What follows belongs to an exercise in optimizing a design on an open flow for small area and a short achievable clock period; a production flow would make more cautious choices. Function was checked by simulation only, so behaviour that the tests miss may differ from the original. Power figures rest on the tool's default switching activity, not on a simulated workload.

==> design/flow/config.mk <==
export PLATFORM = sky130hd
export DESIGN_NAME = aoc_dial_top
export DESIGN_NICKNAME = aoc_dial_top
export VERILOG_FILES = /design/flow/design.v
export SDC_FILE = /design/flow/constraint.sdc
export NUM_CORES = 4
export LEC_CHECK = 0
export ABC_AREA = 1
export CAP_MARGIN = 20
export CORE_MARGIN = 2
export CORE_UTILIZATION = 40
export SLEW_MARGIN = 20
==> design/flow/constraint.sdc <==
create_clock -name core_clock -period 19.0 [get_ports {clk}]
set_input_delay 3.8000 -clock core_clock [delete_from_list [all_inputs] [get_ports {clk}]]
set_output_delay 3.8000 -clock core_clock [all_outputs]
set_load 0.01 [all_outputs]
==> design/flow/design.v <==
module assignment6 (
	output reg [15:0] result1,
	output reg [15:0] result2,
	input wire [7:0] character,
	input wire enable_character,
	input wire clk,
	input wire rst
);
	reg direction;           
	reg [9:0] q;
	reg [3:0] r1, r0;
	reg [3:0] d1, d0;
	function [3:0] nines(input [3:0] x);
		nines = {~(x[3] | x[2] | x[1]), x[2] ^ x[1], x[1], ~x[0]};
	endfunction
	function [3:0] tab10(input [3:0] x, input [39:0] t);
		integer i;
		begin
			tab10 = 4'd0;
			for (i = 0; i < 10; i = i + 1)
				tab10 = tab10 | ({4{x == i}} & t[4 * i +: 4]);
		end
	endfunction
	function [3:0] bcdsub(input [3:0] x, input [3:0] y);
		reg [4:0] t;
		begin
			t = {1'b0, x} - {1'b0, y};
			bcdsub = t[4] ? t[3:0] + 4'd10 : t[3:0];
		end
	endfunction
	function [4:0] bcdadd(input [3:0] x, input [3:0] y, input ci);
		reg [4:0] t;
		begin
			t = {1'b0, x} + {1'b0, y} + {4'd0, ci};
			bcdadd = t > 5'd9 ? {1'b1, t[3:0] + 4'd6} : t;
		end
	endfunction
	function [10:0] skadd10(input [9:0] a, input [9:0] b, input ci);
		reg [9:0] g, p, gg, pp;
		reg [10:0] c;
		integer i, l, j;
		begin
			g = a & b;
			p = a ^ b;
			gg = g;
			pp = p;
			for (l = 0; l < 4; l = l + 1)
				for (i = 0; i < 10; i = i + 1)
					if ((i >> l) & 1) begin
						j = ((i >> (l + 1)) << (l + 1)) + (1 << l) - 1;
						gg[i] = gg[i] | (pp[i] & gg[j]);
						pp[i] = pp[i] & pp[j];
					end
			c[0] = ci;
			for (i = 1; i <= 10; i = i + 1)
				c[i] = gg[i - 1] | (pp[i - 1] & ci);
			skadd10 = {c[10], p ^ c[9:0]};
		end
	endfunction
	wire is_digit = character[7:4] == 4'h3 && (!character[3] || character[2:1] == 2'b00);
	wire is_lr = character == "L" || character == "R";
	wire is_nl = character == 8'h0a;
	wire [3:0] dg = character[3:0];
	wire [3:0] rlo = r0;
	wire [7:0] r = {r1, r0};
	wire [10:0] gt;     
	wire [9:1] tie;     
	assign gt[0] = 1'b1;
	assign gt[1] = q > 10'd65  || (q == 10'd65  && r > 8'h53);
	assign gt[2] = q > 10'd131 || (q == 10'd131 && r > 8'h07);
	assign gt[3] = q > 10'd196 || (q == 10'd196 && r > 8'h60);
	assign gt[4] = q > 10'd262 || (q == 10'd262 && r > 8'h14);
	assign gt[5] = q > 10'd327 || (q == 10'd327 && r >= 8'h68);    
	assign gt[6] = q > 10'd393 || (q == 10'd393 && r > 8'h21);
	assign gt[7] = q > 10'd458 || (q == 10'd458 && r > 8'h75);
	assign gt[8] = q > 10'd524 || (q == 10'd524 && r > 8'h28);
	assign gt[9] = q > 10'd589 || (q == 10'd589 && r > 8'h82);
	assign gt[10] = 1'b0;
	assign tie[1] = q == 10'd65  && r == 8'h53;
	assign tie[2] = q == 10'd131 && r == 8'h07;
	assign tie[3] = q == 10'd196 && r == 8'h60;
	assign tie[4] = q == 10'd262 && r == 8'h14;
	assign tie[5] = 1'b0;
	assign tie[6] = q == 10'd393 && r == 8'h21;
	assign tie[7] = q == 10'd458 && r == 8'h75;
	assign tie[8] = q == 10'd524 && r == 8'h28;
	assign tie[9] = q == 10'd589 && r == 8'h82;
	wire [3:0] dj =
		({4{tie[1]}} & 4'd6) | ({4{tie[2]}} & 4'd2) | ({4{tie[3]}} & 4'd8) |
		({4{tie[4]}} & 4'd4) | ({4{tie[6]}} & 4'd6) | ({4{tie[7]}} & 4'd2) |
		({4{tie[8]}} & 4'd8) | ({4{tie[9]}} & 4'd4);
	wire e = (|tie) && dg >= dj;
	wire [3:0] nr0_j = dg - dj;
	wire [9:0] sel;
	genvar gi;
	generate
		for (gi = 0; gi <= 9; gi = gi + 1) begin : g_sel
			assign sel[gi] = gt[gi] && !gt[gi + 1];
		end
	endgenerate
	wire [9:0] nak =
		({10{sel[0]}} & ~10'd0)   | ({10{sel[1]}} & ~10'd655) | ({10{sel[2]}} & ~10'd286) |
		({10{sel[3]}} & ~10'd942) | ({10{sel[4]}} & ~10'd573) | ({10{sel[5]}} & ~10'd204) |
		({10{sel[6]}} & ~10'd860) | ({10{sel[7]}} & ~10'd491) | ({10{sel[8]}} & ~10'd122) |
		({10{sel[9]}} & ~10'd778);
	wire [3:0] bk1 =
		({4{sel[1]}} & 4'd3) | ({4{sel[2]}} & 4'd7) | ({4{sel[4]}} & 4'd4) |
		({4{sel[5]}} & 4'd8) | ({4{sel[6]}} & 4'd1) | ({4{sel[7]}} & 4'd5) |
		({4{sel[8]}} & 4'd8) | ({4{sel[9]}} & 4'd2);
	wire [3:0] bk0 =
		({4{sel[1]}} & 4'd6) | ({4{sel[2]}} & 4'd2) | ({4{sel[3]}} & 4'd8) |
		({4{sel[4]}} & 4'd4) | ({4{sel[6]}} & 4'd6) | ({4{sel[7]}} & 4'd2) |
		({4{sel[8]}} & 4'd8) | ({4{sel[9]}} & 4'd4);
	wire [9:0] y0m1 = {q[6:0], 3'b000} + {q[8:0], 1'b0} + {6'd0, r1} + nak;
	wire [9:0] y0 = y0m1 + 10'd1;
	wire b0k = dg < bk0;
	wire borrow_k = rlo < bk1 || (rlo == bk1 && b0k);
	wire [9:0] nq_k = borrow_k ? y0m1 : y0;
	wire [3:0] nr0_k = bcdsub(dg, bk0);
	wire [3:0] nr1_k = b0k ? bcdsub(rlo, bk1 + 4'd1) : bcdsub(rlo, bk1);
	wire [9:0] n_q = e ? 10'd0 : nq_k;
	wire [3:0] n_r1 = e ? 4'd0 : nr1_k;
	wire [3:0] n_r0 = e ? nr0_j : nr0_k;
	wire r_gt68 = r > 8'h68;
	wire r_gt36 = r > 8'h36;
	wire ge = gt[5];                                   
	wire flip = q > 10'd327 || (q == 10'd327 && r_gt68);    
	wire nz = q != 10'd0 || r != 8'h00;
	wire neg = direction ? ge : (nz && !flip);
	wire [3:0] f0 = tab10(r0, {4'd7, 4'd8, 4'd9, 4'd0, 4'd1, 4'd2, 4'd3, 4'd4, 4'd5, 4'd6});
	wire r0_gt6 = r0 > 4'd6;
	wire [3:0] f1 = r0_gt6 ? tab10(r1, {4'd3, 4'd4, 4'd5, 4'd6, 4'd7, 4'd8, 4'd9, 4'd0, 4'd1, 4'd2})
	                       : tab10(r1, {4'd4, 4'd5, 4'd6, 4'd7, 4'd8, 4'd9, 4'd0, 4'd1, 4'd2, 4'd3});
	wire [3:0] rm1 = flip ? f1 : r1;
	wire [3:0] rm0 = flip ? f0 : r0;
	wire d_nz = d0 != 4'd0 || d1 != 4'd0;
	wire d0_nz = d0 != 4'd0;
	wire [3:0] md0 = d0_nz ? 4'd10 - d0 : 4'd0;
	wire [3:0] md1 = d0_nz ? nines(d1) : (d1 != 4'd0 ? 4'd10 - d1 : 4'd0);
	wire [3:0] v1 = neg ? d1 : md1;
	wire [3:0] v0 = neg ? d0 : md0;
	wire rm_ge_v = rm1 > v1 || (rm1 == v1 && rm0 >= v0);
	wire nd_zero = rm1 == v1 && rm0 == v0;
	wire hit = d_nz && rm_ge_v;
	wire [3:0] o1 = neg ? nines(rm1) : rm1;
	wire [3:0] o0 = neg ? nines(rm0) : rm0;
	wire [4:0] u0 = bcdadd(d0, o0, neg);
	wire [4:0] u1 = bcdadd(d1, o1, u0[4]);
	wire turn = enable_character && is_nl;
	wire [9:0] xa = result2[9:0];
	wire [9:0] xb = q ^ {10{flip}};
	wire [9:0] xc = {10{flip}} & 10'd655;
	wire [9:0] cs_s = xa ^ xb ^ xc;
	wire [10:0] cs_c = {(xa & xb) | (xa & xc) | (xb & xc), flip && !r_gt36};
	wire [10:0] lo = skadd10(cs_s, cs_c[9:0], hit);
	wire up = lo[10] ^ cs_c[10] ^ flip;
	wire [5:0] hi_inc = result2[15:10] + 6'd1;
	wire [15:0] res2_next = {up ? hi_inc : result2[15:10], lo[9:0]};
	wire [15:0] res1_next = result1 + 16'd1;
	wire ld_a = rst || (enable_character && !is_lr);
	wire clr_a = rst || !is_digit;
	wire ld_t = rst || turn;
	wire ld_1 = rst || (turn && nd_zero);
	always @(posedge clk) begin
		if (enable_character && is_lr)
			direction <= character[4];    
		if (ld_a) begin
			q <= clr_a ? 10'd0 : n_q;
			r1 <= clr_a ? 4'd0 : n_r1;
			r0 <= clr_a ? 4'd0 : n_r0;
		end
		if (ld_t) begin
			d1 <= rst ? 4'd5 : u1[3:0];
			d0 <= rst ? 4'd0 : u0[3:0];
			result2 <= rst ? 16'd0 : res2_next;
		end
		if (ld_1)
			result1 <= rst ? 16'd0 : res1_next;
	end
endmodule
module aoc_dial_top (
	output wire [15:0] result_part1,
	output wire [15:0] result_part2,
	input wire [7:0] character,
	input wire enable_character,
	input wire clk,
	input wire rst
);
	assignment6 m_dial (result_part1, result_part2, character, enable_character, clk, rst);
endmodule
==> design/flow/flow/run.sh <==
#!/bin/bash
# Standard layout, with plain buffers on the ports instead of the delay
# buffers buffer_ports picks by default, and a clock tree of small buffers
# without dummy loads.
set -e
export BUFFER_PORTS_ARGS="-buffer_cell sky130_fd_sc_hd__buf_2"
export CTS_ARGS="-sink_clustering_enable -repair_clock_nets -buf_list sky130_fd_sc_hd__clkbuf_8 -dont_use_dummy_load"
export SETUP_SLACK_MARGIN=13.1
bash standard.sh > standard.log 2>&1
==> design/flow/standard.sh <==
#!/bin/bash
# synth_recipe.tcl (not shown) runs the flow's synth.tcl, then flattens the netlist and writes it again
# the make line also repeats each setting of config.mk as NAME=value (left out here)
make -C /OpenROAD-flow-scripts/flow DESIGN_CONFIG=/design/flow/config.mk WORK_HOME=/design/flow/orfs CLKGATE_MAP_FILE= SYNTH_SCRIPT=/design/flow/synth_recipe.tcl "${@:-finish}"
==> results of run 1 <==
registers in the layout (all words and copies together) (netlist names):
name,count
m_dial.d0,4
m_dial.result1,16
m_dial.q,10
m_dial.r0,4
m_dial.r1,4
m_dial.d1,4
m_dial.direction,1
m_dial.result2,16
stage by stage:
stage	hold WS (ps)	instance area, µm²	utilization	setup slack [ps]	power [µW]
2_1_floorplan	648	7020	-	13020	553
3_5_place_dp	622	7460	0.434	12600	658
5_1_grt	682	7870	0.458	13090	857
6_report	637	7870	0.458	13250	768
4_1_cts	634	7600	0.443	13090	753
3_3_place_gp	610	7460	0.434	12650	654
power by group through the flow:
stage	clock, µW	combinational [µW]	sequential (µW)
after floorplan	0	359	193
after global placement	0	455	199
after detailed placement	0	459	199
after CTS	93.1	464	196
after global routing	98.1	560	198
final	90.9	482	195
cell families after synthesis:
| kind of cell | Yosys count |
|---|---|
| multiplexers | 1 |
| buffers and inverters | 199 |
| adder cells (fa/ha/maj) | 91 |
| AO/OA/AOI/OAI | 182 |
| flip-flops | 59 |
| XOR/XNOR | 37 |
| AND/OR/NAND/NOR | 403 |
final timing paths:
check                                                         to  slack, ps
worst max-delay path                   m_dial.q[9]$_SDFFCE_PP0P_      13250
worst min-delay path            m_dial.result2[10]$_SDFFCE_PP0P_        640
worst max register to register        m_dial.d1[2]$_SDFFCE_PP1P_      13470
worst min register to register  m_dial.result2[10]$_SDFFCE_PP0P_        640
per-layer routing:
| layer | vias to the layer above | wire [µm] | GRT usage | part of all wire |
|---|---|---|---|---|
| li1 | 3345 | - | - | - |
| met1 | 2997 | 9160 | 0.301 | 0.49 |
| met2 | 172 | 8120 | 0.314 | 0.43 |
| met3 | 36 | 769 | 0.0324 | 0.041 |
| met4 | 0 | 633 | 0.0799 | 0.034 |
| met5 | - | 0 | 0 | 0 |
placed cells by master, fill, tap and decap left out, types with 8 or more instances in the layout:
master	count
nor2_2	8
buf_4	23
nand3_1	39
ha_1	71
xnor2_1	13
fa_1	16
nand4_1	15
clkbuf_8	10
nor2_1	112
o21ai_0	59
nor3_1	28
inv_1	170
inv_2	10
nor4_1	12
xor2_1	20
a21oi_1	73
nand2_1	159
nand2_2	8
edfxtp_1	59
buf_2	40
what timing repair did:
item | in CTS | in global routing
gates resized for setup | 2 | 35
pin swaps | 1 | 11
setup endpoints to repair | 22 | 21
buffers inserted | 2 | 19
cell type report:
class	count	area (µm²)	area share
clock buffer	9	124	0.0157
inverter	185	719	0.0914
sequential	59	1770	0.225
multi-input combinational	714	4580	0.581
timing repair buffer	65	398	0.0506
tap	225	282	0.0358
==> impl_metrics.tcl, run 1 <==
set metrics [dict create \
    status "complete, no violations" \
    dp_cells 1226 \
    critPathArrivalTime_ps 5860 \
    finalHoldViolCount 0 \
    synth_nets 1074 \
    min_path_cells 1 \
    gp_congestion 0.978 \
    worst_pin_slew_ps 932 \
    path_delay_family "adder cells" \
    async_reset_ff_frac 0 \
    die_height_um 136 \
    fp.dieArea_um2 18500 \
    routed_via_density 5.21 \
    ys_ff_latch 59 \
    switching_share 0.476 \
    cp_slowest_cell "fa_2" \
    layout-drive-gt1-share 0.128 \
    synth_common_cells "inv_1 (179), nand2_1 (163), nor2_1 (117)" \
    grt_pass1_wl_um 30500 \
    core_area_um2 17200 \
    synthSimpleGateAreaFrac 0.251 \
    insertion_delay_ps 360 \
    cts_sinks 59 \
    startpoint_type "primary input" \
    route.detailed.drc 0 \
    finalWirelength_um 18700 \
    final_cells 1257 \
    routedWlPerCell_um 14.9 \
    grt_usage 0.209 \
    cts-root-buf "clkbuf_8" \
    cp-end-kind "flop" \
    cts_max_path_buffers 2 \
    synthFlopType "edfxtp_1" \
    portBuffers 42 \
    diodes 0 \
    setup_viol 0 \
    tritoncts "done" \
    clkTransAtPathRegs_ps 80 \
    initialDrtViolationCount 567 \
    hp-class "flop to flop" \
    powerDensity_nw_per_um2 97.6 \
    synth_compound_area_frac 0.151 \
    hp-start "m_dial.result2[10]$_SDFFCE_PP0P_" \
    pin_count 43 \
    gr-total-overflow 0 \
    seq_area_frac_synth 0.254 \
    num_vias 6550 \
    synth_top_family_by_area "simple AND/OR/NAND/NOR gates" \
    grt_start_max_net_pins 29 \
    die_w_um 136 \
    cp-startpoint "character[1]" \
    tns_ps 0 \
    synth.avg_cell_area_um2 7.17 \
    combPwrFrac 0.628 \
    rr_worst_depth 31 \
    final.period_utilization 0.303 \
    hpwl_um 14900 \
    crit_chain "buf_6 > inv_12 > ha_4 > fa_2 > fa_2 > nand4_1 > nand2_2 > inv_2 > nand2_4 > nor2_4 > nand2_1 > nor2_2 > nand2_2 > xor2_2 > a21oi_1 > nor2_1" \
    yosys_warnings 1 \
    internal_power_uw 402 \
    rows 48 \
    synth_area_um2 6970 \
    power_switching_uw 366 \
    nFillCells 1792 \
    sequentialPowerShare 0.254 \
    antenna_left 0 \
    cp.depth 16 \
    cp.required_ps 19110 \
    leakagePower_uw 0.00383 \
    synthXorXnorAreaFrac 0.0476 \
    max_freq_mhz 174 \
    hold_buffers 0 \
    fin_crit_ps 5750 \
    synth_edf_count 59 \
    clkPwrFrac 0.118 \
    antenna_found_initial 0 \
    critPathMaxFanout 5 \
    dr.pass1.iters 5 \
    slew_headroom 0.372 \
    grt_pass1_vias 6037 \
    cpPeakStageDelay_ps 390 \
    netlist_instances 972 \
    yosys.area.top_type_share 0.254 \
    syn2layout_area_growth_pct 12.9 \
    cts_max_level 3 \
    start_util 0.406 \
    synth_most_common_cell "inv_1" \
    path_buf_inv 3 \
    grt_setup_unrepaired "no" \
    synth_cell_types 55 \
    cts_inserted_buffers 9 \
    finClkSkew_ps 24.2 \
    slew_violations 0 \
    drv_cap 0 \
    nNetsFinal 1136 \
    synth_area_leader_cell "edfxtp_1" \
    synth.top_cells.by_area "edfxtp_1 (25%), ha_1 (13%), inv_1 (9.6%)" \
    r2r-start "m_dial.q[9]$_SDFFCE_PP0P_" \
    ir_drop_mv 0.0495 \
    synth_mux_area_frac 0.00162 \
    synthAdderAreaFrac 0.184 \
    crit_type "primary input to flop" \
]
==> run 2: changes to the inputs <==
--- a/design/flow/flow/run.sh
+++ b/design/flow/flow/run.sh
@@ -6,4 +6,4 @@
 export BUFFER_PORTS_ARGS="-buffer_cell sky130_fd_sc_hd__buf_2"
 export CTS_ARGS="-sink_clustering_enable -repair_clock_nets -buf_list sky130_fd_sc_hd__clkbuf_8 -dont_use_dummy_load"
-export SETUP_SLACK_MARGIN=13.1
+export SETUP_SLACK_MARGIN=13.5
 bash standard.sh > standard.log 2>&1
==> impl_metrics.tcl, run 2 <==
set metrics [dict create \
    r2r-start "m_dial.r1[1]$_SDFFCE_PP0P_" \
    finalHoldViolCount 0 \
    diodes 0 \
    cp-startpoint "character[1]" \
    setup_viol 0 \
    finalWirelength_um 19700 \
    gp_congestion 0.974 \
    rr_worst_depth 27 \
    start_util 0.406 \
    routedWlPerCell_um 15.3 \
    yosys_warnings 1 \
    fp.dieArea_um2 18500 \
    max_freq_mhz 175 \
    grt_pass1_wl_um 32100 \
    synth.avg_cell_area_um2 7.17 \
    worst_pin_slew_ps 713 \
    synthFlopType "edfxtp_1" \
    dr.pass1.iters 6 \
    tns_ps 0 \
    path_buf_inv 3 \
    cp.required_ps 19110 \
    rows 48 \
    synth_edf_count 59 \
    final.period_utilization 0.300 \
    hp-class "flop to flop" \
    crit_top_cell "nand2_2" \
    reg.largest.list "m_dial.result1: 16 flops, m_dial.result2: 16 flops, m_dial.q: 10 flops" \
    layout-drive-gt1-share 0.160 \
    slew_headroom 0.521 \
    cts-root-buf "clkbuf_8" \
    pin_count 43 \
    finClkSkew_ps 17.8 \
    nNetsFinal 1164 \
    min_path_cells 2 \
    cts_sinks 59 \
    netlist_instances 972 \
    yosys.area.top_type_share 0.254 \
    die_height_um 136 \
    status "complete, no violations" \
    powerDensity_nw_per_um2 97.1 \
    routed_via_density 5.30 \
    clkTransAtPathRegs_ps 70 \
    hpwl_um 14900 \
    final_common_cell "inv_1" \
    hold_buffers 0 \
    cts_inserted_buffers 9 \
    synth.top_cells.by_area "edfxtp_1 (25%), ha_1 (13%), inv_1 (9.6%)" \
    cp-end-kind "flop" \
    grt_start_max_net_pins 29 \
    grt_pass1_vias 6472 \
    core_area_um2 17200 \
    gr-total-overflow 0 \
    ys_ff_latch 59 \
    drv_cap 0 \
    worstReg2RegEnd "m_dial.q[9]$_SDFFCE_PP0P_" \
    num_vias 6806 \
    final_cell_mix "inv_1 (170), nand2_1 (157), nor2_1 (106), a21oi_1 (73), ha_1 (71)" \
    hp-start "m_dial.result2[15]$_SDFFCE_PP0P_" \
    synth_area_um2 6970 \
    grt_setup_unrepaired "yes" \
    synth_most_common_cell "inv_1" \
    crit_chain "buf_12 > inv_12 > ha_4 > fa_2 > fa_2 > nand4_1 > nand2_2 > inv_2 > nand2_4 > nor2_4 > nand2_2 > nor2_4 > nand2_2 > xor2_1 > nand3_1 > nand2_1 > nor2_1" \
    grt_usage 0.220 \
    critPathArrivalTime_ps 5810 \
    min_to "m_dial.result2[15]$_SDFFCE_PP0P_" \
    portBuffers 42 \
    synth_nets 1074 \
    tritoncts "done" \
    fin_crit_ps 5700 \
    cts_max_level 3 \
    cpPeakStageDelay_ps 360 \
    antenna_left 0 \
    r2r_setup_slack_ps 13630 \
    die_w_um 136 \
    ir_drop_mv 0.0590 \
    slew_violations 0 \
    antenna_found_initial 0 \
    crit_type "primary input to flop" \
    critPathMaxFanout 4 \
    initialDrtViolationCount 464 \
    route.detailed.drc 0 \
    insertion_delay_ps 360 \
    holdWs_ps 631 \
    synth_area_leader_cell "edfxtp_1" \
    seq_area_frac_synth 0.254 \
    syn2layout_area_growth_pct 17.1 \
    path_delay_family "adder cells" \
    cp_slowest_cell "fa_2" \
    leakagePower_uw 0.00399 \
    startpoint_type "primary input" \
    synth_common_cells "inv_1 (179), nand2_1 (163), nor2_1 (117)" \
    async_reset_ff_frac 0 \
    cts_max_path_buffers 2 \
    synth_cell_types 55 \
]
[run 2: worst max-delay path by stage]
stage / end / cells past startpoint
2_1_floorplan: m_dial.q[9]$_SDFFCE_PP0P_ / 16
3_3_place_gp: m_dial.result2[4]$_SDFFCE_PP0P_ / 3
3_5_place_dp: m_dial.result2[2]$_SDFFCE_PP0P_ / 3
4_1_cts: m_dial.q[9]$_SDFFCE_PP0P_ / 17
5_1_grt: m_dial.q[9]$_SDFFCE_PP0P_ / 17
6_report: m_dial.q[9]$_SDFFCE_PP0P_ / 17
[run 2: logic make-up after synthesis]
group	count (synthesis)	share of synthesized area
adders and majority gates	91	0.184
xor gates and xnor gates	37	0.0476
AOI/OAI and AO/OA	182	0.151
buffers and inverters	199	0.110
DFF	59	0.254
muxes	1	0.00162
and+or+nand+nor	403	0.251
[run 2: metrics by stage]
stage,setup WS (ps),area (µm²),utilization,cells,power (µW)
after floorplan,13020,7030,-,972,553
after global placement,12660,7450,0.434,1225,651
after detailed placement,12590,7450,0.434,1225,657
after CTS,13320,7880,0.459,1265,765
after global routing,13170,8160,0.475,1285,882
final,13300,8160,0.475,1285,793
[run 2: final cells by class]
| type | instances | area [µm²] |
|---|---|---|
| tap | 225 | 282 |
| fill | 1808 | 9010 |
| inverter | 185 | 714 |
| multi-input combinational | 714 | 4650 |
| sequential | 59 | 1770 |
| timing repair buffer | 93 | 623 |
| clock buffer | 9 | 124 |
[run 2: timing repair]
item,CTS,global route
setup buffers,31,20
setup endpoints to repair,66,24
gates resized for setup,23,34
pin swaps,10,10
[run 2: where the power goes]
part | internal [µW] | switching [µW]
sequential | 172 | 21.7
clock | 42.2 | 48.7
combinational | 203 | 306
[run 2: worst reg2reg max path, stage by stage, from the launching register on]
cell	delay (ps)
edfxtp_1	470
inv_1	290
nand2_1	150
nor2_1	140
nand2_1	170
or3_1	420
o211ai_2	100
nand2_1	150
nand2_1	160
nor3_1	70
fa_1	480
inv_1	40
ha_1	270
ha_1	190
inv_1	60
fa_1	390
xnor2_1	270
inv_1	170
nor3_1	320
nand2_4	100
nor2_4	110
nand2_2	70
nor2_4	90
nand2_2	50
xor2_1	180
nand3_1	100
nand2_1	70
nor2_1	40
[run 2: per-layer routing]
layer | routed length [µm] | part of all wire | global-route usage
met3 | 982 | 0.050 | 0.0332
met1 | 9330 | 0.47 | 0.308
met4 | 470 | 0.024 | 0.0770
met2 | 8880 | 0.45 | 0.345
met5 | 0 | 0 | 0
==> run 3: changes to the inputs <==
==> design/flow/flow/run.sh (replaced) <==
#!/bin/bash
# Standard layout, with plain buffers on the ports instead of the delay
# buffers buffer_ports picks by default, and a clock tree of small buffers
# without dummy loads.
set -e
export BUFFER_PORTS_ARGS="-buffer_cell sky130_fd_sc_hd__buf_2"
export CTS_ARGS="-sink_clustering_enable -repair_clock_nets -buf_list sky130_fd_sc_hd__clkbuf_8 -dont_use_dummy_load -sink_clustering_size 30 -sink_clustering_max_diameter 200"
bash standard.sh > standard.log 2>&1
==> impl_metrics.tcl, run 3 <==
set metrics [dict create \
    die_height_um 136 \
    final_cell_mix "inv_1 (179), nand2_1 (163), nor2_1 (117), a21oi_1 (73), ha_1 (72)" \
    hold_buffers 0 \
    synth.avg_cell_area_um2 7.17 \
    post_dp_cell_area_um2 7410 \
    finalWirelength_um 18400 \
    cpPeakStageDelay_ps 500 \
    antenna_left 0 \
    diodes 0 \
    final_cells 1236 \
    cts_max_path_buffers 2 \
    startpoint_type "primary input" \
    slew_violations 0 \
    dp_cells 1227 \
    final_common_cell "inv_1" \
    synth_nets 1074 \
    crit_top_cell "nand2_1" \
    holdWs_ps 629 \
    ys_ff_latch 59 \
    die_w_um 136 \
    setup_viol 0 \
    hpwl_um 14800 \
    synth_area_leader_cell "edfxtp_1" \
    design_area_um2 7530 \
    antenna_found_initial 0 \
    ir_drop_mv 0.0505 \
    finClkSkew_ps 15.4 \
    synth_common_cells "inv_1 (179), nand2_1 (163), nor2_1 (117)" \
    tritoncts "done" \
    synthFlopType "edfxtp_1" \
    cp_slowest_cell "fa_1" \
    num_vias 6501 \
    rows 48 \
    synth_most_common_cell "inv_1" \
    cts_resized 0 \
    initialDrtViolationCount 526 \
    seq_area_frac_synth 0.254 \
    grt_pass1_vias 6222 \
    route.detailed.drc 0 \
    status "complete, no violations" \
    gp_congestion 0.991 \
    post_cts_buffers 0 \
    cp.required_ps 19100 \
    cp-end-kind "flop" \
    routed_via_density 5.26 \
    nNetsFinal 1115 \
    synth_area_um2 6970 \
    netlist_instances 972 \
    insertion_delay_ps 340 \
    core_area_um2 17200 \
    reg.largest.list "m_dial.result1: 16 flops, m_dial.result2: 16 flops, m_dial.q: 10 flops" \
    yosys.area.top_type_share 0.254 \
    grt_setup_unrepaired "no" \
    cts-root-buf "clkbuf_8" \
    crit_type "primary input to flop" \
    final.period_utilization 0.327 \
    grt_start_max_net_pins 29 \
    powerDensity_nw_per_um2 99.0 \
    fin_crit_ps 6220 \
    path_buf_inv 3 \
    routedWlPerCell_um 14.9 \
    leakagePower_uw 0.00369 \
    fp.dieArea_um2 18500 \
    path_delay_family "adder cells" \
    dr.pass1.iters 5 \
    synth_edf_count 59 \
    slew_headroom 0.397 \
    critPathMaxFanout 7 \
    hp-class "flop to flop" \
    start_util 0.406 \
    max_freq_mhz 161 \
    grt_pass1_wl_um 31100 \
    yosys_warnings 1 \
    crit_chain "buf_2 > inv_1 > ha_1 > fa_1 > fa_1 > nand4_1 > nand2_1 > inv_1 > nand2_1 > nor2_1 > nand2_1 > nor2_1 > nand2_1 > xor2_1 > nand3_1 > nand2_1 > nor2_1" \
    synth.top_cells.by_area "edfxtp_1 (25%), ha_1 (13%), inv_1 (9.6%)" \
    async_reset_ff_frac 0 \
    synth_cell_types 55 \
    grt_usage 0.212 \
    cts_max_level 3 \
    worst_pin_slew_ps 903 \
    layout-drive-gt1-share 0.0801 \
    portBuffers 42 \
    clkTransAtPathRegs_ps 70 \
    gr-total-overflow 0 \
    critPathArrivalTime_ps 6310 \
    cts_inserted_buffers 9 \
    cts_sinks 59 \
    finalHoldViolCount 0 \
    tns_ps 0 \
    syn2layout_area_growth_pct 8.08 \
    drv_cap 0 \
    pin_count 43 \
]
==> run 3: cell count changes in the layout (fill, tap and decap cells not counted), sizes merged <==
cell / change
buf: -49
clkinvlp: -1
inv: +1
==> run 3: power by group <==
group | internal, µW | switching (µW) | leakage [µW]
Clock | 42.2 | 47.9 | 0.0000647
Sequential | 172 | 24.1 | 0.000614
Combinational | 177 | 283 | 0.00301
Total | 391 | 355 | 0.00369
==> run 3: through the flow <==
| step | setup WS [ps] | total power, µW | util |
|---|---|---|---|
| 2_1_floorplan | 12660 | 549 | - |
| 3_3_place_gp | 12500 | 647 | 0.431 |
| 3_5_place_dp | 12450 | 654 | 0.431 |
| 4_1_cts | 12800 | 749 | 0.439 |
| 5_1_grt | 12160 | 838 | 0.439 |
| 6_report | 12780 | 746 | 0.439 |
==> run 3: cells by family after synthesis <==
| kind of cell | Yosys count | share of synthesized area |
|---|---|---|
| muxes | 1 | 0.00162 |
| xor gates and xnor gates | 37 | 0.0476 |
| adders and majority gates | 91 | 0.184 |
| AOI/OAI and AO/OA | 182 | 0.151 |
| and+or+nand+nor | 403 | 0.251 |
| DFF | 59 | 0.254 |
| buffers and inverters | 199 | 0.110 |
==> run 3: final timing paths <==
kind,startpoint,to,slack [ps],cells after the start
worst max-delay path,character[1],m_dial.q[9]$_SDFFCE_PP0P_,12780,17
worst min-delay path,m_dial.result2[15]$_SDFFCE_PP0P_,m_dial.result2[15]$_SDFFCE_PP0P_,630,2
worst max register to register,m_dial.q[3]$_SDFFCE_PP0P_,m_dial.d1[2]$_SDFFCE_PP1P_,12880,30
worst min register to register,m_dial.result2[15]$_SDFFCE_PP0P_,m_dial.result2[15]$_SDFFCE_PP0P_,630,2
==> run 3: layout make-up <==
class                      instances  area [µm²]
tap                              225         282
clock buffer                       9         124
fill                            1856        9640
multi-input combinational        714        4440
inverter                         185         694
timing repair buffer              44         225
sequential                        59        1770
==> run 3: per-layer routing <==
layer  up-vias  wire length, µm  global-route usage
li1       3322                -                   -
met1      2979             9070               0.306
met2       170             8180               0.331
met3        30              770              0.0276
met4         0              426              0.0625
met5         -                0                   0
==> run 3: worst register-to-register path: cells and delay by family, from the launching register on <==
family          cells  cell delay (ps)
flops               1              530
simple gates        8              920
fa+ha+maj           5             1660
buf+inv             8             1070
xor+xnor            2              470
compound gates      7             1200
==> run 4: changes to the inputs <==
==> design/flow/flow/run.sh (replaced) <==
#!/bin/bash
# The standard flow's layout (standard.sh) with three changes to how it is made:
# - synthesis is the standard flow's script, with ABC mapping by flow/abc_area.script
#   (registers are untouched: they are mapped before ABC runs);
# - plain buffers on the ports instead of the delay buffers buffer_ports
#   picks by default;
# - a clock tree of clkbuf_8 without dummy loads.
set -e
W=$PWD
export BUFFER_PORTS_ARGS="-buffer_cell sky130_fd_sc_hd__buf_2"
export CTS_ARGS="-sink_clustering_enable -repair_clock_nets -buf_list sky130_fd_sc_hd__clkbuf_8 -dont_use_dummy_load"
{
	echo "proc abc {args} { set i [lsearch \$args -script]; if {\$i >= 0} { lset args [expr {\$i + 1}] $W/flow/abc_area.script }; yosys abc {*}\$args }"
	cat synth_recipe.tcl
} > flow_synth.tcl
sed "s#SYNTH_SCRIPT=[^ ]*#SYNTH_SCRIPT=$W/flow_synth.tcl#" standard.sh > standard_flow_synth.sh
bash standard_flow_synth.sh synth > synth.log 2>&1
bash standard.sh > standard.log 2>&1
==> design/flow/flow/abc_area.script (new file) <==
strash
ifraig
scorr
dc2
strash
&get -n
&st
&dch -f
&nf -R 1000
&put
topo
stime -c
upsize -c
dnsize -c
==> impl_metrics.tcl, run 4 <==
set metrics [dict create \
    synth_cell_types 53 \
    synth_compound_area_frac 0.159 \
    min_path_cells 1 \
    cts_max_path_buffers 2 \
    pin_count 43 \
    status "complete, no violations" \
    synth_edf_count 59 \
    synthXorXnorAreaFrac 0.0664 \
    reg.largest.list "m_dial.result1: 16 flops, m_dial.result2: 16 flops, m_dial.q: 10 flops" \
    hpwl_um 12200 \
    tns_ps 0 \
    crit_type "flop to flop" \
    slew_violations 0 \
    synthAdderAreaFrac 0.202 \
    leakagePower_uw 0.00278 \
    post_cts_buffers 0 \
    synth_area_um2 6340 \
    setup_viol 0 \
    drv_cap 0 \
    worst_pin_slew_ps 898 \
    yosys_warnings 1 \
    cp.required_ps 18990 \
    synth_most_common_cell "nor2_1" \
    synth_top_family_by_area "simple AND/OR/NAND/NOR gates" \
    hold_buffers 0 \
    startpoint_type "flop" \
    route.detailed.drc 0 \
    syn2layout_area_growth_pct 9.77 \
    initialDrtViolationCount 379 \
    routedWlPerCell_um 15.6 \
    fin_crit_ps 6730 \
    final_cell_mix "nor2_1 (77), ha_1 (72), clkinv_1 (69), a21oi_1 (64), edfxtp_1 (59)" \
    power_uw 747 \
    nNetsFinal 898 \
    finClkSkew_ps 24.1 \
    ir_drop_mv 0.0510 \
    cts_inserted_buffers 9 \
    critPathArrivalTime_ps 6720 \
    slew_headroom 0.401 \
    synth.top_cells.by_area "edfxtp_1 (28%), ha_1 (14%), fa_1 (6.0%)" \
    cts_resized 0 \
    diodes 0 \
    ys_ff_latch 59 \
    multiInputGateArea_um2 4300 \
    clkTransAtPathRegs_ps 80 \
    die_height_um 130 \
    rows 46 \
    synth_nets 843 \
    grt_pass1_vias 5525 \
    grt_usage 0.199 \
    cts_max_level 3 \
    hp-class "flop to flop" \
    critPathMaxFanout 27 \
    seq_area_frac_synth 0.280 \
    dr.pass1.iters 6 \
    max_freq_mhz 149 \
    gr-total-overflow 0 \
    synth.avg_cell_area_um2 8.55 \
    cpPeakStageDelay_ps 480 \
    antenna_found_initial 0 \
    netlist_instances 741 \
    synth_mux_area_frac 0.00968 \
    grt_pass1_wl_um 26600 \
    final_common_cell "nor2_1" \
    synth_common_cells "nor2_1 (77), ha_1 (72), clkinv_1 (69)" \
    layout-drive-gt1-share 0.0743 \
    powerDensity_nw_per_um2 107 \
    fp.dieArea_um2 16900 \
    async_reset_ff_frac 0 \
    antenna_left 0 \
    synth_area_leader_cell "edfxtp_1" \
    final.period_utilization 0.354 \
    rr_worst_depth 29 \
    cp_slowest_cell "edfxtp_1" \
    cp-end-kind "flop" \
    nFillCells 1604 \
    start_util 0.405 \
    die_w_um 130 \
    seqCellArea_um2 1770 \
    crit_top_cell "o21a_1" \
    yosys.area.top_type_share 0.280 \
    core_area_um2 15700 \
    tritoncts "done" \
    num_vias 5609 \
    insertion_delay_ps 360 \
    portBuffers 42 \
    cts-root-buf "clkbuf_8" \
    synthFlopType "edfxtp_1" \
    grt_start_max_net_pins 46 \
    finalHoldViolCount 0 \
    routed_via_density 5.55 \
    cts_sinks 59 \
    synthSimpleGateAreaFrac 0.242 \
    gp_congestion 0.898 \
    grt_setup_unrepaired "no" \
    finalWirelength_um 15800 \
]
-- run 4: changes by cell type in the layout (fill, tap and decap cells not counted), moves of 13 or more --
cell,delta
nor3_1,+29
nand2_1,-105
o21ai_0,-35
and3_1,+13
nand3_1,-20
inv_1,-179
nor2_1,-40
clkinv_1,+68
nor2b_1,+17
xnor2_1,+14
-- run 4: layout make-up --
class / instances / area share
Tap cell: 216 / 0.0389
Timing Repair Buffer: 44 / 0.0324
Multi-Input combinational cell: 612 / 0.618
Sequential cell: 59 / 0.255
Clock buffer: 9 / 0.0178
Inverter: 70 / 0.0378
-- run 4: metrics by stage --
stage	utilization	setup slack, ps	cell area (µm²)	instances	hold slack (ps)
2_1_floorplan	-	12540	6340	741	648
3_3_place_gp	0.436	12120	6830	1001	636
3_5_place_dp	0.436	12080	6830	1001	639
4_1_cts	0.444	12280	6960	1010	652
5_1_grt	0.444	11650	6960	1010	694
6_report	0.444	12270	6960	1010	645
-- run 4: final timing paths --
path                              startpoint  slack (ps)                               end
min reg2reg  m_dial.result1[0]$_SDFFCE_PP0P_         650   m_dial.result1[0]$_SDFFCE_PP0P_
max                m_dial.q[5]$_SDFFCE_PP0P_       12270  m_dial.result2[14]$_SDFFCE_PP0P_
min          m_dial.result1[0]$_SDFFCE_PP0P_         650   m_dial.result1[0]$_SDFFCE_PP0P_
max reg2reg        m_dial.q[5]$_SDFFCE_PP0P_       12270  m_dial.result2[14]$_SDFFCE_PP0P_
-- run 4: critical path, delay by kind of cell (launching register included) --
| family | cells | cell delay (ps) |
|---|---|---|
| AO/OA/AOI/OAI | 17 | 3330 |
| adder cells (fa/ha/maj) | 1 | 300 |
| flip-flops | 1 | 480 |
| multiplexers | 1 | 90 |
| AND/OR/NAND/NOR | 10 | 2150 |
-- run 4: layer usage --
layer	vias up	track usage	wire [µm]
met2	178	0.316	7050
met5	-	0	0
met4	0	0.0576	258
met3	27	0.0369	787
met1	2591	0.278	7670
li1	2813	-	-
-- run 4: logic make-up (layout without fill, tap and decap cells) --
logic type | after synthesis | after routing
xor gates and xnor gates | 48 | 48
DFF | 59 | 59
muxes | 6 | 6
buffers and inverters | 70 | 123
and+or+nand+nor | 307 | 307
adders and majority gates | 91 | 91
AOI/OAI and AO/OA | 160 | 160
-- run 4: power by group --
| group | internal (µW) | switching (µW) | leakage, µW |
|---|---|---|---|
| clock network | 42.2 | 48.4 | 0.0000647 |
| registers | 175 | 32.1 | 0.000601 |
| logic | 201 | 248 | 0.00211 |
| total | 418 | 328 | 0.00278 |
==> run 5: changes to the inputs <==
--- a/design/flow/flow/run.sh
+++ b/design/flow/flow/run.sh
@@ -16,3 +16,4 @@
 sed "s#SYNTH_SCRIPT=[^ ]*#SYNTH_SCRIPT=$W/flow_synth.tcl#" standard.sh > standard_flow_synth.sh
 bash standard_flow_synth.sh synth > synth.log 2>&1
+export SETUP_SLACK_MARGIN=13.6
 bash standard.sh > standard.log 2>&1
==> impl_metrics.tcl, run 5 <==
set metrics [dict create \
    drv_cap 0 \
    fin_crit_ps 5760 \
    synth_common_cells "nor2_1 (77), ha_1 (72), clkinv_1 (69)" \
    final_cell_mix "buf_4 (89), ha_1 (66), clkinv_1 (62), nor2_1 (60), edfxtp_1 (59)" \
    fp.dieArea_um2 16900 \
    cts-root-buf "clkbuf_8" \
    synth_most_common_cell "nor2_1" \
    hold_buffers 0 \
    synth.top_cells.by_area "edfxtp_1 (28%), ha_1 (14%), fa_1 (6.0%)" \
    portBuffers 42 \
    initialDrtViolationCount 470 \
    nNetsFinal 1003 \
    cts_max_level 3 \
    finClkSkew_ps 18.6 \
    reg.largest.list "m_dial.result1: 16 flops, m_dial.result2: 16 flops, m_dial.q: 10 flops" \
    rows 46 \
    setup_viol 0 \
    synthFlopType "edfxtp_1" \
    r2r_setup_slack_ps 13390 \
    diodes 0 \
    routedWlPerCell_um 16.7 \
    synth_nets 843 \
    cp-end-kind "flop" \
    critPathMaxFanout 2 \
    syn2layout_area_growth_pct 32.0 \
    status "complete, no violations" \
    num_vias 6232 \
    routed_via_density 5.59 \
    seq_area_frac_synth 0.280 \
    route.detailed.drc 0 \
    post-place-ws_ps 12590 \
    slew_headroom 0.434 \
    tns_ps 0 \
    critPathArrivalTime_ps 5850 \
    synth_area_leader_cell "edfxtp_1" \
    grt_pass1_vias 5795 \
    tritoncts "done" \
    powerDensity_nw_per_um2 118 \
    yosys_warnings 1 \
    final.period_utilization 0.303 \
    async_reset_ff_frac 0 \
    die_height_um 130 \
    pin_count 43 \
    synth_edf_count 59 \
    leakagePower_uw 0.00342 \
    dr.pass1.iters 5 \
    grt_pass1_wl_um 28800 \
    max_freq_mhz 174 \
    gp_congestion 0.965 \
    grt_usage 0.215 \
    core_area_um2 15700 \
    insertion_delay_ps 360 \
    grt_start_max_net_pins 46 \
    antenna_found_initial 0 \
    final_common_cell "buf_4" \
    crit_type "primary input to flop" \
    ys_ff_latch 59 \
    yosys.area.top_type_share 0.280 \
    setup_ws_ps 13240 \
    cts_max_path_buffers 2 \
    worst_pin_slew_ps 850 \
    synth_area_um2 6340 \
    startpoint_type "primary input" \
    synth.avg_cell_area_um2 8.55 \
    gr-total-overflow 0 \
    cts_sinks 59 \
    start_util 0.405 \
    ir_drop_mv 0.111 \
    clkTransAtPathRegs_ps 70 \
    slew_violations 0 \
    cp.required_ps 19090 \
    finalHoldViolCount 0 \
    layout-drive-gt1-share 0.280 \
    hpwl_um 12700 \
    antenna_left 0 \
    synth_cell_types 53 \
    finalWirelength_um 18600 \
    die_w_um 130 \
    nFillCells 1441 \
    grt_setup_unrepaired "yes" \
    hp-class "flop to flop" \
    cts_inserted_buffers 9 \
    netlist_instances 741 \
]
-- run 5: cell counts after synthesis --
No cell type changed its count.
-- run 5: metal layers --
layer	track usage	vias up	wire, µm
li1	-	3025	-
met1	0.283	2968	8160
met2	0.367	207	9200
met3	0.0275	32	810
met4	0.0715	0	412
met5	0	-	0
-- run 5: worst max-delay path, stage by stage --
cell and delay [ps]:
buf_12 90, clkinv_8 40, ha_4 150, fa_2 340, fa_2 390, nand3_2 110, o21ai_4 70, nor3_4 150
nand3_2 100, nor2_2 150, nand2_2 80, xor2_2 160, nor2_1 150, a211oi_2 60
-- run 5: logic make-up after synthesis --
group | after synthesis | share of synthesized area
simple gates | 307 | 0.242
compound gates | 160 | 0.159
fa+ha+maj | 91 | 0.202
buf+inv | 70 | 0.0415
flops | 59 | 0.280
xor+xnor | 48 | 0.0664
mux | 6 | 0.00968
-- run 5: final cells by class --
cell class / instances / area [µm²] / area share
Clock buffer: 9 / 124 / 0.0148
Inverter: 70 / 287 / 0.0342
Multi-Input combinational cell: 614 / 4830 / 0.577
Sequential cell: 59 / 1770 / 0.212
Tap cell: 216 / 270 / 0.0323
Timing Repair Buffer: 147 / 1090 / 0.130
-- run 5: stage by stage --
step / instance area [µm²] / hold WS (ps) / total power (µW) / utilization / cells
floorplan: 6470 / 648 / 581 / - / 741
global placement: 6960 / 634 / 663 / 0.445 / 1001
detailed placement: 6960 / 640 / 683 / 0.445 / 1001
CTS: 7720 / 651 / 852 / 0.493 / 1075
global route: 8370 / 672 / 1060 / 0.534 / 1115
finish: 8370 / 642 / 983 / 0.534 / 1115
-- run 5: worst paths after layout --
kind	from	to	cells after the start
max	character[1]	m_dial.q[9]$_SDFFCE_PP0P_	14
min	m_dial.result1[0]$_SDFFCE_PP0P_	m_dial.result1[0]$_SDFFCE_PP0P_	1
max reg2reg	m_dial.q[4]$_SDFFCE_PP0P_	m_dial.d1[2]$_SDFFCE_PP1P_	24
min reg2reg	m_dial.result1[0]$_SDFFCE_PP0P_	m_dial.result1[0]$_SDFFCE_PP0P_	1
-- run 5: timing repair --
item	CTS	global route
resized for setup	39	73
cloned	1	1
endpoints found under the setup margin	27	41
setup buffers	64	39
pin swaps	24	48
-- run 5: power breakdown --
group / leakage (µW) / internal (µW) / switching [µW] / total, µW
logic: 0.00275 / 349 / 342 / 691
registers: 0.000601 / 175 / 27.9 / 203
clock network: 0.0000647 / 42.1 / 47.1 / 89.2
total: 0.00342 / 566 / 417 / 983
==> run 6: changes to the inputs <==
--- a/design/flow/flow/run.sh
+++ b/design/flow/flow/run.sh
@@ -16,4 +16,4 @@
 sed "s#SYNTH_SCRIPT=[^ ]*#SYNTH_SCRIPT=$W/flow_synth.tcl#" standard.sh > standard_flow_synth.sh
 bash standard_flow_synth.sh synth > synth.log 2>&1
-export SETUP_SLACK_MARGIN=13.6
+export SETUP_SLACK_MARGIN=13.2
 bash standard.sh > standard.log 2>&1
==> impl_metrics.tcl, run 6 <==
set metrics [dict create \
    status "complete, no violations" \
    rr_worst_depth 29 \
    r2r_setup_slack_ps 13300 \
    fin_crit_ps 5780 \
    async_reset_ff_frac 0 \
    cp.depth 14 \
    cpPeakStageDelay_ps 360 \
    routed_via_density 5.61 \
    synthFlopType "edfxtp_1" \
    grt_pass1_wl_um 28800 \
    max_freq_mhz 173 \
    grt_usage 0.218 \
    synth_cell_types 53 \
    synth_area_leader_cell "edfxtp_1" \
    synth.top_cells.by_area "edfxtp_1 (28%), ha_1 (14%), fa_1 (6.0%)" \
    nNetsFinal 964 \
    grt_start_max_net_pins 46 \
    synth_most_common_cell "nor2_1" \
    cts_max_path_buffers 2 \
    hold_buffers 0 \
    leakagePower_uw 0.00316 \
    final_common_cell "ha_1" \
    start_util 0.405 \
    cts_max_level 3 \
    synth.avg_cell_area_um2 8.55 \
    multiInputGateArea_um2 4600 \
    cp.required_ps 19080 \
    met2_usage 0.354 \
    gp_congestion 0.946 \
    crit_path_end "m_dial.q[9]$_SDFFCE_PP0P_" \
    met3_usage 0.0402 \
    cp-startpoint "character[1]" \
    nFillCells 1503 \
    die_w_um 130 \
    finalWirelength_um 18500 \
    worst_pin_slew_ps 986 \
    cp_slowest_cell "fa_2" \
    reg.largest.list "m_dial.result1: 16 flops, m_dial.result2: 16 flops, m_dial.q: 10 flops" \
    grt_util_met1 0.296 \
    tritoncts "done" \
    holdWs_ps 641 \
    insertion_delay_ps 350 \
    rows 46 \
    yosys_warnings 1 \
    tns_ps 0 \
    crit_type "primary input to flop" \
    grt_setup_unrepaired "yes" \
    pin_count 43 \
    finalHoldViolCount 0 \
    dr.pass1.iters 4 \
    slew_violations 0 \
    synth_common_cells "nor2_1 (77), ha_1 (72), clkinv_1 (69)" \
    fp.dieArea_um2 16900 \
    route.detailed.drc 0 \
    syn2layout_area_growth_pct 22.6 \
    seqCellArea_um2 1770 \
    diodes 0 \
    gr-total-overflow 0 \
    ir_drop_mv 0.0556 \
    powerDensity_nw_per_um2 107 \
    finClkSkew_ps 20.5 \
    routedWlPerCell_um 17.2 \
    crit_chain "buf_6 > clkinv_8 > ha_4 > fa_2 > fa_2 > nand3_2 > o21ai_4 > nor3_4 > nand3_2 > nor2_4 > nand2_1 > xor2_2 > nor2_1 > a211oi_2" \
    critPathArrivalTime_ps 5860 \
    cp-end-kind "flop" \
    portBuffers 42 \
    final.period_utilization 0.304 \
    antenna_found_initial 0 \
    design_area_um2 7770 \
    post_dp_cell_area_um2 6900 \
    path_buf_inv 2 \
    grt_pass1_vias 5756 \
    seq_area_frac_synth 0.280 \
    hp-class "flop to flop" \
    cts-root-buf "clkbuf_8" \
    netlist_instances 741 \
    hpwl_um 13500 \
    drv_cap 0 \
    setup_viol 0 \
    cts_inserted_buffers 9 \
    initialDrtViolationCount 419 \
    path_delay_family "adder cells" \
    slew_headroom 0.334 \
    num_vias 6032 \
    r2r-start "m_dial.q[5]$_SDFFCE_PP0P_" \
    worstReg2RegEnd "m_dial.result2[12]$_SDFFCE_PP0P_" \
    synth_nets 843 \
    final_cell_mix "ha_1 (70), buf_4 (68), nor2_1 (66), clkinv_1 (65), a21oi_1 (60)" \
    cts_sinks 59 \
    yosys.area.top_type_share 0.280 \
    critPathMaxFanout 5 \
    die_height_um 130 \
    gr-max-usage-layer "met2" \
    ys_ff_latch 59 \
    synth_edf_count 59 \
    core_area_um2 15700 \
    clkTransAtPathRegs_ps 60 \
    antenna_left 0 \
    startpoint_type "primary input" \
    synth_area_um2 6340 \
    layout-drive-gt1-share 0.208 \
]
run 6: cell counts after synthesis:
Identical to the previous run, type by type.
run 6: area by class of cell:
type / instances / share of cell area
Multi-Input combinational cell: 613 / 0.592
Clock buffer: 9 / 0.0159
Timing Repair Buffer: 109 / 0.0929
Sequential cell: 59 / 0.228
Inverter: 70 / 0.0359
Tap cell: 216 / 0.0348
run 6: worst reg2reg max path: cells and delay by family, from the launching register on:
family / cells / cell delay [ps]
simple gates: 11 / 1650
flops: 1 / 430
mux: 1 / 90
fa+ha+maj: 1 / 310
compound gates: 16 / 2940
run 6: where the power goes:
group          leakage, µW  internal (µW)  switching (µW)
logic              0.00249            244             289
registers         0.000601            175            29.9
clock network    0.0000647           42.1            48.1
run 6: how the worst min path moves through the flow:
stage	startpoint	endpoint	slack, ps	cells past startpoint
after CTS	m_dial.result2[10]$_SDFFCE_PP0P_	m_dial.result2[10]$_SDFFCE_PP0P_	640	1
final	m_dial.result2[10]$_SDFFCE_PP0P_	m_dial.result2[10]$_SDFFCE_PP0P_	640	1
after global placement	m_dial.result1[0]$_SDFFCE_PP0P_	m_dial.result1[0]$_SDFFCE_PP0P_	620	1
after global routing	m_dial.result1[0]$_SDFFCE_PP0P_	m_dial.result1[0]$_SDFFCE_PP0P_	670	1
after detailed placement	m_dial.result2[10]$_SDFFCE_PP0P_	m_dial.result2[10]$_SDFFCE_PP0P_	630	1
after floorplan	m_dial.result2[10]$_SDFFCE_PP0P_	m_dial.result2[10]$_SDFFCE_PP0P_	650	1
run 6: kinds of logic (layout without fill, tap and decap cells):
logic type      after synthesis  in the layout  share of synthesized area
mux                           6              6                    0.00968
buf+inv                      70            188                     0.0415
fa+ha+maj                    91             91                      0.202
compound gates              160            161                      0.159
simple gates                307            307                      0.242
flops                        59             59                      0.280
xor+xnor                     48             48                     0.0664
run 6: stage by stage:
step	utilization	instances	setup WS, ps	total power, µW
3_5_place_dp	0.441	1001	12360	676
4_1_cts	0.467	1038	13180	784
2_1_floorplan	-	741	12970	573
5_1_grt	0.496	1076	12920	906
3_3_place_gp	0.441	1001	12470	659
6_report	0.496	1076	13220	828
run 6: metal layers:
metal  share of wire  up-vias
li1                -     2929
met4           0.025        0
met1            0.46     2902
met3           0.046       40
met5               0        -
met2            0.47      161
run 6: what timing repair did:
action	CTS	global route
pin swaps	12	26
setup endpoints to repair	20	29
buffers inserted	27	38
resized for setup	21	41
cloned	1	0
hold endpoints to repair	0	0
==> run 7: changes to the inputs <==
--- a/design/flow/flow/run.sh
+++ b/design/flow/flow/run.sh
@@ -16,4 +16,4 @@
 sed "s#SYNTH_SCRIPT=[^ ]*#SYNTH_SCRIPT=$W/flow_synth.tcl#" standard.sh > standard_flow_synth.sh
 bash standard_flow_synth.sh synth > synth.log 2>&1
-export SETUP_SLACK_MARGIN=13.2
+export SETUP_SLACK_MARGIN=13.3
 bash standard.sh > standard.log 2>&1
==> impl_metrics.tcl, run 7 <==
set metrics [dict create \
    slew_violations 0 \
    pin_count 43 \
    synthFlopType "edfxtp_1" \
    post_dp_cell_area_um2 6900 \
    switching_share 0.446 \
    final_common_cell "ha_1" \
    crit_type "flop to flop" \
    start_util 0.405 \
    worst_pin_slew_ps 960 \
    routed_via_density 5.62 \
    cts_max_path_buffers 2 \
    num_vias 5982 \
    synth.top_cells.by_area "edfxtp_1 (28%), ha_1 (14%), fa_1 (6.0%)" \
    min_to "m_dial.result2[10]$_SDFFCE_PP0P_" \
    synth_cell_types 53 \
    nFillCells 1485 \
    drv_cap 0 \
    fp.dieArea_um2 16900 \
    tns_ps 0 \
    slew_headroom 0.352 \
    cp-end-kind "flop" \
    setup_viol 0 \
    synth.avg_cell_area_um2 8.55 \
    netlist_instances 741 \
    min_path_cells 1 \
    die_height_um 130 \
    leakagePower_uw 0.00312 \
    cts_sinks 59 \
    ir_drop_mv 0.0651 \
    layout-drive-gt1-share 0.203 \
    hp-start "m_dial.result2[10]$_SDFFCE_PP0P_" \
    cts_max_level 3 \
    fin_crit_ps 5720 \
    reg.largest.list "m_dial.result1: 16 flops, m_dial.result2: 16 flops, m_dial.q: 10 flops" \
    seq_area_frac_synth 0.280 \
    diodes 0 \
    rows 46 \
    core_area_um2 15700 \
    grt_pass1_vias 5820 \
    status "complete, no violations" \
    syn2layout_area_growth_pct 22.2 \
    synth_edf_count 59 \
    tritoncts "done" \
    cp.required_ps 19060 \
    antenna_found_initial 0 \
    grt_start_max_net_pins 46 \
    postLayoutCoreUtil 0.494 \
    finClkSkew_ps 24.4 \
    grt_pass1_wl_um 29600 \
    critPathMaxFanout 6 \
    dr.pass1.iters 5 \
    insertion_delay_ps 360 \
    cts-root-buf "clkbuf_8" \
    hp-class "flop to flop" \
    die_w_um 130 \
    async_reset_ff_frac 0 \
    worstReg2RegEnd "m_dial.result2[12]$_SDFFCE_PP0P_" \
    max_freq_mhz 175 \
    powerDensity_nw_per_um2 107 \
    yosys_warnings 1 \
    route.detailed.drc 0 \
    final.period_utilization 0.301 \
    grt_setup_unrepaired "yes" \
    power_switching_uw 369 \
    sequentialPowerShare 0.248 \
    nNetsFinal 953 \
    synth_common_cells "nor2_1 (77), ha_1 (72), clkinv_1 (69)" \
    synth_most_common_cell "nor2_1" \
    portBuffers 42 \
    internal_power_uw 458 \
    rr_worst_depth 27 \
    hpwl_um 13500 \
    r2r_setup_slack_ps 13280 \
    final_cell_mix "ha_1 (71), nor2_1 (66), clkinv_1 (64), a21oi_1 (59), edfxtp_1 (59)" \
    combPwrFrac 0.645 \
    yosys.area.top_type_share 0.280 \
    synth_nets 843 \
    design_area_um2 7740 \
    antenna_left 0 \
    ys_ff_latch 59 \
    finalHoldViolCount 0 \
    synth_area_leader_cell "edfxtp_1" \
    clkPwrFrac 0.108 \
    startpoint_type "flop" \
    gr-total-overflow 0 \
    clkTransAtPathRegs_ps 80 \
    synth_area_um2 6340 \
    routedWlPerCell_um 17.4 \
    gp_congestion 0.939 \
    r2r-start "m_dial.q[9]$_SDFFCE_PP0P_" \
    finalWirelength_um 18500 \
    initialDrtViolationCount 346 \
    critPathArrivalTime_ps 5780 \
    cts_inserted_buffers 9 \
    grt_usage 0.225 \
]
## run 7: what timing repair did
item | 4_1_cts | 5_1_grt
hold buffers | 0 | 0
endpoints found under the setup margin | 43 | 13
setup buffers | 34 | 20
cloned | 1 | 0
pin swaps | 15 | 28
gates resized for setup | 29 | 43
## run 7: through the flow
| step | total power, µW | std cells | setup slack (ps) | hold WS [ps] |
|---|---|---|---|---|
| 5_1_grt | 904 | 1065 | 13010 | 664 |
| 3_3_place_gp | 660 | 1001 | 12600 | 621 |
| 2_1_floorplan | 574 | 741 | 12970 | 648 |
| 4_1_cts | 792 | 1045 | 13300 | 648 |
| 6_report | 827 | 1065 | 13280 | 647 |
| 3_5_place_dp | 676 | 1001 | 12420 | 637 |
## run 7: area by class of cell
type | count | area (µm²) | share of cell area
multi-input combinational | 613 | 4640 | 0.599
clock buffer | 9 | 124 | 0.0160
tap | 216 | 270 | 0.0349
sequential | 59 | 1770 | 0.229
timing repair buffer | 98 | 659 | 0.0852
inverter | 70 | 279 | 0.0360
## run 7: how the worst max path moves through the flow
| stage | from | end | slack [ps] | depth (start not counted) |
|---|---|---|---|---|
| 3_5_place_dp | m_dial.q[4]$_SDFFCE_PP0P_ | m_dial.result2[15]$_SDFFCE_PP0P_ | 12420 | 29 |
| 5_1_grt | m_dial.q[7]$_SDFFCE_PP0P_ | m_dial.result2[12]$_SDFFCE_PP0P_ | 13010 | 29 |
| 3_3_place_gp | character[1] | m_dial.q[9]$_SDFFCE_PP0P_ | 12600 | 14 |
| 6_report | m_dial.q[9]$_SDFFCE_PP0P_ | m_dial.result2[12]$_SDFFCE_PP0P_ | 13280 | 27 |
| 2_1_floorplan | character[1] | m_dial.q[9]$_SDFFCE_PP0P_ | 12970 | 13 |
| 4_1_cts | m_dial.q[3]$_SDFFCE_PP0P_ | m_dial.result2[12]$_SDFFCE_PP0P_ | 13300 | 27 |
## run 7: worst max-delay path, cell delays in order (launching register included)
cell      delay [ps]
edfxtp_1         470
nand2b_4         210
nor4_4           280
nand3_2          140
o21a_4           270
a21oi_4          210
a21oi_4           70
a211oi_1         300
xor2_1           200
nand2_1           90
ha_1             300
a211oi_2         200
o21ai_1           90
nand2_1           90
a31oi_2           70
a21o_1           200
a21oi_2          150
nor2b_2           70
o21a_1           210
o21a_1           200
o21a_1           210
o21a_1           190
o21a_1           200
o21a_1           210
o21a_1           200
or3_1            330
a21oi_2          180
nor2_4            80
## run 7: power groups by stage
stage,Combinational (µW),Clock [µW],Sequential [µW]
final,533,88.9,205
after global routing,601,95.4,208
after global placement,449,0,211
after detailed placement,465,0,211
after CTS,497,91.8,204
after floorplan,370,0,204
## run 7: logic make-up (layout without fill, tap and decap cells)
group / after synthesis / count (layout) / share of synthesized area
DFF: 59 / 59 / 0.280
muxes: 6 / 6 / 0.00968
and+or+nand+nor: 307 / 307 / 0.242
xor gates and xnor gates: 48 / 48 / 0.0664
adders and majority gates: 91 / 91 / 0.202
buffers and inverters: 70 / 177 / 0.0415
AOI/OAI and AO/OA: 160 / 161 / 0.159
## run 7: layer usage
layer / GRT usage / routed length [µm] / vias up
li1: - / - / 2918
met1: 0.306 / 8530 / 2813
met2: 0.363 / 8480 / 205
met3: 0.0385 / 984 / 46
met4: 0.0772 / 542 / 0
met5: 0 / 0 / -
==> run 8: changes to the inputs <==
--- a/design/flow/flow/run.sh
+++ b/design/flow/flow/run.sh
@@ -17,3 +17,4 @@
 bash standard_flow_synth.sh synth > synth.log 2>&1
 export SETUP_SLACK_MARGIN=13.3
+export SETUP_MOVE_SEQUENCE="unbuffer,sizeup,swap"
 bash standard.sh > standard.log 2>&1
==> impl_metrics.tcl, run 8 <==
set metrics [dict create \
    status "complete, no violations" \
    switching_share 0.450 \
    critPathArrivalTime_ps 6170 \
    internal_power_uw 441 \
    synthFlopType "edfxtp_1" \
    holdWs_ps 648 \
    yosys.area.top_type_share 0.280 \
    crit_top_cell "o21a_1" \
    finalHoldViolCount 0 \
    netlist_instances 741 \
    design_area_um2 7310 \
    slew_violations 0 \
    diodes 0 \
    synth_edf_count 59 \
    syn2layout_area_growth_pct 15.4 \
    tns_ps 0 \
    critPathMaxFanout 27 \
    finalWirelength_um 17300 \
    ir_drop_mv 0.0646 \
    route.detailed.drc 0 \
    synth_cell_types 53 \
    nNetsFinal 898 \
    startpoint_type "flop" \
    synth_nets 843 \
    cp.required_ps 19080 \
    drv_cap 0 \
    layout-drive-gt1-share 0.141 \
    grt_usage 0.214 \
    synth_common_cells "nor2_1 (77), ha_1 (72), clkinv_1 (69)" \
    post-place-ws_ps 12420 \
    async_reset_ff_frac 0 \
    fin_crit_ps 6090 \
    grt_setup_unrepaired "yes" \
    cts_max_level 3 \
    powerDensity_nw_per_um2 110 \
    combPwrFrac 0.627 \
    insertion_delay_ps 360 \
    portBuffers 42 \
    synth_area_leader_cell "edfxtp_1" \
    die_w_um 130 \
    antenna_found_initial 0 \
    start_util 0.405 \
    cp_slowest_cell "edfxtp_1" \
    tritoncts "done" \
    reg.largest.list "m_dial.result1: 16 flops, m_dial.result2: 16 flops, m_dial.q: 10 flops" \
    hpwl_um 13500 \
    setup_ws_ps 12910 \
    fp.dieArea_um2 16900 \
    worst_pin_slew_ps 855 \
    postLayoutCoreUtil 0.467 \
    synth.avg_cell_area_um2 8.55 \
    clkTransAtPathRegs_ps 80 \
    num_vias 5663 \
    final_cell_mix "nor2_1 (70), ha_1 (70), clkinv_1 (63), a21oi_1 (60), edfxtp_1 (59)" \
    grt_start_max_net_pins 46 \
    dr.pass1.iters 5 \
    antenna_left 0 \
    nFillCells 1531 \
    crit_type "flop to flop" \
    cts_sinks 59 \
    cpPeakStageDelay_ps 640 \
    sequentialPowerShare 0.263 \
    post_cts_buffers 0 \
    final.period_utilization 0.320 \
    routed_via_density 5.61 \
    seq_area_frac_synth 0.280 \
    leakagePower_uw 0.00285 \
    synth_area_um2 6340 \
    ys_ff_latch 59 \
    power_switching_uw 361 \
    cts-root-buf "clkbuf_8" \
    grt_pass1_wl_um 28300 \
    clkPwrFrac 0.110 \
    hp-class "flop to flop" \
    finClkSkew_ps 24.4 \
    cts_inserted_buffers 9 \
    pin_count 43 \
    die_height_um 130 \
    gp_congestion 0.939 \
    max_freq_mhz 164 \
    initialDrtViolationCount 267 \
    cp-end-kind "flop" \
    post_dp_cell_area_um2 6900 \
    core_area_um2 15700 \
    synth_most_common_cell "nor2_1" \
    synth.top_cells.by_area "edfxtp_1 (28%), ha_1 (14%), fa_1 (6.0%)" \
    slew_headroom 0.430 \
    hold_buffers 0 \
    gr-total-overflow 0 \
    grt_pass1_vias 5664 \
    rows 46 \
    routedWlPerCell_um 17.1 \
    setup_viol 0 \
    cts_max_path_buffers 2 \
    yosys_warnings 1 \
]
==> run 8: power groups by stage <==
stage | sequential, µW | combinational (µW) | clock (µW)
4_1_cts | 210 | 484 | 91.8
3_5_place_dp | 211 | 465 | 0
5_1_grt | 214 | 570 | 95.4
2_1_floorplan | 204 | 370 | 0
3_3_place_gp | 211 | 449 | 0
6_report | 211 | 503 | 88.6
==> run 8: layout make-up <==
cell class	instances	area, µm²	share of cell area
Multi-Input combinational cell	612	4620	0.632
Sequential cell	59	1770	0.242
Inverter	70	285	0.0390
Tap cell	216	270	0.0370
Timing Repair Buffer	44	243	0.0332
Clock buffer	9	124	0.0169
==> run 8: what timing repair did <==
action	4_1_cts	5_1_grt
pin swaps	28	8
gates resized for setup	39	26
gates cloned	0	0
endpoints found under the setup margin	43	33
==> run 8: routing by layer <==
metal  global-route usage  vias up  part of all wire
met2                0.347      156              0.46
met5                    0        -                 0
met1                0.295     2671              0.47
li1                     -     2805                 -
met3               0.0320       31             0.041
met4               0.0708        0             0.023
==> run 8: cell families (layout without fill, tap and decap cells) <==
family	Yosys count	in the layout	synth area share
muxes	6	6	0.00968
AOI/OAI and AO/OA	160	160	0.159
xor gates and xnor gates	48	48	0.0664
and+or+nand+nor	307	307	0.242
buffers and inverters	70	123	0.0415
adders and majority gates	91	91	0.202
DFF	59	59	0.280
==> run 8: critical path, delay by kind of cell, from the launching register on <==
kind	cells	cell delay, ps
compound gates	16	3010
fa+ha+maj	1	300
mux	1	100
simple gates	10	1690
flops	1	640
==> run 8: metrics by stage <==
step | total power (µW) | instances
after floorplan | 574 | 741
after global placement | 660 | 1001
after detailed placement | 676 | 1001
after CTS | 785 | 1010
after global routing | 879 | 1010
final | 802 | 1010
==> run 8: final timing paths <==
path,startpoint,slack (ps),cells past startpoint,endpoint
hold reg to reg,m_dial.result2[10]$_SDFFCE_PP0P_,650,1,m_dial.result2[10]$_SDFFCE_PP0P_
setup reg to reg,m_dial.q[9]$_SDFFCE_PP0P_,12910,28,m_dial.result2[12]$_SDFFCE_PP0P_
setup / recovery,m_dial.q[9]$_SDFFCE_PP0P_,12910,28,m_dial.result2[12]$_SDFFCE_PP0P_
hold / removal,m_dial.result2[10]$_SDFFCE_PP0P_,650,1,m_dial.result2[10]$_SDFFCE_PP0P_

[static timing again, ports no longer ideal]
The flow's constraints put no driver on any port. The routed layouts listed below were extracted and timed again, unchanged, in two steps.
Step 1 (the two cells are an assumption about what drives the block):
set clk [get_ports {clk}]
set_driving_cell -lib_cell sky130_fd_sc_hd__clkbuf_16 $clk
set_driving_cell -lib_cell sky130_fd_sc_hd__buf_2 [delete_from_list [all_inputs] $clk]
Step 2 also shifts input and output timing later by t, the mid clock arrival at the registers, as if the neighbouring blocks saw the same clock.
Three values: ideal ports, drivers, drivers and shift; two values: the first two.
| run | t (ns) | setup slack, ns | worst hold slack (ns) |
|---|---|---|---|
| run 1 | 0.386 | 13.251 / 13.256 / 12.870 | 0.637 / 0.637 / 0.637 |
| run 2 | 0.391 | 13.298 / 13.279 / 12.888 | 0.631 / 0.631 / 0.631 |
| run 3 | 0.368 | 12.783 / 12.796 / 12.428 | 0.629 / 0.629 / 0.629 |
| run 4 | 0.385 | 12.273 / 12.273 / 12.039 | 0.645 / 0.645 / 0.645 |
| run 5 | 0.386 | 13.238 / 13.212 / 12.826 | 0.642 / 0.642 / 0.642 |
| run 6 | 0.380 | 13.220 / 13.215 / 12.835 | 0.641 / 0.641 / 0.641 |
| run 7 | 0.389 | 13.280 / 13.280 / 12.919 | 0.647 / 0.647 / 0.647 |
| run 8 | 0.391 | 12.914 / 12.914 / 12.742 | 0.648 / 0.648 / 0.648 |
After both steps setup and hold are still met in every run listed. The setup slack of run 5, which loses most, moves by -0.026 ns with the drivers and by -0.412 ns with both steps.
